Context: an optimization exercise on an open-source flow, tuned for small area. The choices shown serve that exercise and are no tape-out recipe.
The RTL was checked by simulation tests, not by an equivalence proof against the original design.
The clock input has no modelled driver; a real chip could not lean on it and would need a root buffer or a full tree.
Power and IR drop assume default switching activity.

## processor
module processor(control_mem, enable, clk, reset_b, data_in, data_out, memory_assign, error, control_out);
Size in the first run: roughly 120 flip-flops, ~5000 um^2 of cells after synthesis.
export LEC_CHECK = 0
export ABC_AREA = 1
export CAP_MARGIN = 0
export CORE_MARGIN = 2
export CORE_UTILIZATION = 40
export GPL_TIMING_DRIVEN = 0
export SLEW_MARGIN = 0
create_clock -name core_clock -period 5.0 [get_ports {clk}]
standard.sh (not shown) runs the stock make flow with config.mk's settings and CLKGATE_MAP_FILE= SYNTH_SCRIPT=/design/flow/synth_recipe.tcl, a recipe that flattens the netlist after the stock synthesis.
==> flow/flow/run.sh <==
#!/bin/bash
# Layout flow: the standard ORFS flow with these changes.
#  1. Synthesis is synth_recipe.tcl, but ORFS's synth.tcl is sourced from a copy whose
#     ABC call uses flow/abc_area_nf.script (area-oriented &nf mapping) in place of ORFS's
#     script. Everything before ABC (including flip-flop mapping) is unchanged, so the
#     registers are the standard synthesis's.
#  2. Port buffers are sky130_fd_sc_hd__buf_1.
#  3. The clock tree is built by flow/manual_cts.tcl (ORFS's PRE_CTS_TCL hook):
#     clk port -> one clkbuf_4 -> 11 clkbuf_4, each driving a balanced k-means
#     cluster of flip-flops. The rest of ORFS's CTS step (legalisation, timing
#     repair) runs as usual.
set -euo pipefail
W=$PWD
sed 's|log_cmd abc {\*}$abc_args|lset abc_args 1 $::env(MY_ABC_SCRIPT)\n  log_cmd abc {*}$abc_args|' \
  "$FLOW_HOME/scripts/synth.tcl" > "$W/my_orfs_synth.tcl"
grep -q 'lset abc_args 1' "$W/my_orfs_synth.tcl"
sed "s|source \$::env(SCRIPTS_DIR)/synth.tcl|source $W/my_orfs_synth.tcl|" \
  "$W/synth_recipe.tcl" > "$W/my_synth.tcl"
grep -q "source $W/my_orfs_synth.tcl" "$W/my_synth.tcl"
export MY_ABC_SCRIPT="$W/flow/abc_area_nf.script"
export MCTS_LEAVES=11
export MCTS_LEAF_BUF=sky130_fd_sc_hd__clkbuf_4
export MCTS_ROOT_BUF=sky130_fd_sc_hd__clkbuf_4
bash "$W/standard.sh" finish \
  SYNTH_SCRIPT="$W/my_synth.tcl" \
  "BUFFER_PORTS_ARGS=-buffer_cell sky130_fd_sc_hd__buf_1" \
  PRE_CTS_TCL="$W/flow/manual_cts.tcl" \
  > "$W/flow_make.log" 2>&1
==> flow/flow/manual_cts.tcl <==
# PRE_CTS_TCL hook: builds the clock tree by hand and turns the following
# clock_tree_synthesis call into a no-op. Tree: clk port -> one root buffer
# -> MCTS_LEAVES leaf buffers, each driving one k-means cluster of flip-flops.
set K $::env(MCTS_LEAVES)
set leaf_master $::env(MCTS_LEAF_BUF)
set root_master $::env(MCTS_ROOT_BUF)

set db [ord::get_db]
set block [ord::get_db_block]
set clk_net [$block findNet clk]
set sinks {}
foreach it [$clk_net getITerms] {
  lappend sinks $it
}
puts "manual_cts: [llength $sinks] clock sinks, $K leaves"

# sink positions (instance centre)
set pts {}
foreach it $sinks {
  set b [[$it getInst] getBBox]
  lappend pts [list [expr {([$b xMin] + [$b xMax]) / 2.0}] [expr {([$b yMin] + [$b yMax]) / 2.0}]]
}
# k-means, seeded along the sorted x (then y) order
set n [llength $pts]
set order [lsort -real -index 0 [lmap p $pts {set p}]]
set cent {}
for {set k 0} {$k < $K} {incr k} {
  lappend cent [lindex $order [expr {int(($k + 0.5) * $n / $K)}]]
}
set cap [expr {int(ceil(double($n) / $K))}]
for {set iter 0} {$iter < 50} {incr iter} {
  # capacity-limited assignment: points with the largest regret first
  set items {}
  set i 0
  foreach p $pts {
    set ds {}
    for {set k 0} {$k < $K} {incr k} {
      set c [lindex $cent $k]
      lappend ds [list $k [expr {abs([lindex $p 0] - [lindex $c 0]) + abs([lindex $p 1] - [lindex $c 1])}]]
    }
    set ds [lsort -real -index 1 $ds]
    set regret [expr {[lindex $ds end 1] - [lindex $ds 0 1]}]
    lappend items [list $i $regret $ds]
    incr i
  }
  set items [lsort -real -decreasing -index 1 $items]
  set asg [lrepeat $n 0]
  set fill [lrepeat $K 0]
  foreach item $items {
    foreach kd [lindex $item 2] {
      set k [lindex $kd 0]
      if {[lindex $fill $k] < $cap} {
        lset asg [lindex $item 0] $k
        lset fill $k [expr {[lindex $fill $k] + 1}]
        break
      }
    }
  }
  set newc {}
  for {set k 0} {$k < $K} {incr k} {
    set sx 0; set sy 0; set m 0
    foreach p $pts a $asg {
      if {$a == $k} { set sx [expr {$sx + [lindex $p 0]}]; set sy [expr {$sy + [lindex $p 1]}]; incr m }
    }
    if {$m > 0} { lappend newc [list [expr {$sx / $m}] [expr {$sy / $m}]] } else { lappend newc [lindex $cent $k] }
  }
  set cent $newc
}

proc mk_buf {block master name x y} {
  set m [[ord::get_db] findMaster $master]
  set inst [odb::dbInst_create $block $m $name]
  $inst setLocation [expr {int($x)}] [expr {int($y)}]
  $inst setPlacementStatus PLACED
  return $inst
}

# root buffer at the centre of the leaf buffers
set rx 0; set ry 0
foreach c $cent { set rx [expr {$rx + [lindex $c 0]}]; set ry [expr {$ry + [lindex $c 1]}] }
set rx [expr {$rx / $K}]; set ry [expr {$ry / $K}]
set root [mk_buf $block $root_master clkbuf_root $rx $ry]
set root_net [odb::dbNet_create $block clk_root]
$root_net setSigType CLOCK
[$root findITerm A] connect $clk_net
[$root findITerm X] connect $root_net

for {set k 0} {$k < $K} {incr k} {
  set c [lindex $cent $k]
  set lb [mk_buf $block $leaf_master clkbuf_leaf_$k [lindex $c 0] [lindex $c 1]]
  set ln [odb::dbNet_create $block clk_leaf_$k]
  $ln setSigType CLOCK
  [$lb findITerm A] connect $root_net
  [$lb findITerm X] connect $ln
  set cnt 0
  foreach it $sinks a $asg {
    if {$a == $k} { $it disconnect; $it connect $ln; incr cnt }
  }
  puts "manual_cts: leaf $k at $c drives $cnt sinks"
}

set_propagated_clock [all_clocks]
rename clock_tree_synthesis orig_clock_tree_synthesis
proc clock_tree_synthesis {args} { puts "manual_cts: clock tree built by hand, clock_tree_synthesis skipped" }
Other scripts of this flow, unchanged in this note and not shown: flow/flow/abc_area_nf.script
Change:
--- a/flow/flow/run.sh
+++ b/flow/flow/run.sh
@@ -7,5 +7,5 @@
 #  2. Port buffers are sky130_fd_sc_hd__buf_1.
 #  3. The clock tree is built by flow/manual_cts.tcl (ORFS's PRE_CTS_TCL hook):
-#     clk port -> one clkbuf_4 -> 11 clkbuf_4, each driving a balanced k-means
+#     clk port -> one clkbuf_4 -> 13 clkbuf_4, each driving a balanced k-means
 #     cluster of flip-flops. The rest of ORFS's CTS step (legalisation, timing
 #     repair) runs as usual.
@@ -19,5 +19,5 @@
 grep -q "source $W/my_orfs_synth.tcl" "$W/my_synth.tcl"
 export MY_ABC_SCRIPT="$W/flow/abc_area_nf.script"
-export MCTS_LEAVES=11
+export MCTS_LEAVES=13
 export MCTS_LEAF_BUF=sky130_fd_sc_hd__clkbuf_4
 export MCTS_ROOT_BUF=sky130_fd_sc_hd__clkbuf_4
The changed run ran to the end with no violations.
Wire length is about the same.
Synthesized cell count is unchanged.
Clock skew goes up by 9.0 ps.
Cell count barely changes.
Global-route usage barely changes.
Sequential power is about the same.
Via count barely changes.
Final area barely changes.
Power increases slightly.
Worst setup slack hardly moves.
No run of this note takes its clock network from TritonCTS; it comes from the design's own scripts or RTL.

afterwards: timing with drivers on the ports:
No port has a modelled driver above. Below, the same layouts with a new extraction and two added sets of constraints. Step 1, drivers: a clkbuf_16 drives clk and a buf_2 each remaining input, both assumed. Step 2 times the ports against the registers' clock, not the clock port: input delays grow and output delays shrink by t, the midpoint of the rising clock arrivals with the driver on. Three values: ideal ports, drivers, drivers and shift; two values: the first two.
run	t (ns)	setup WS [ns]	worst data-port slew with drivers (ns)	pins driven straight from the clock port
the first run	0.546	0.332 / 0.332 / 0.332	0.04	1
the second run	0.551	0.334 / 0.334 / 0.334	0.04	1
After both steps setup and hold are still met in every run listed.
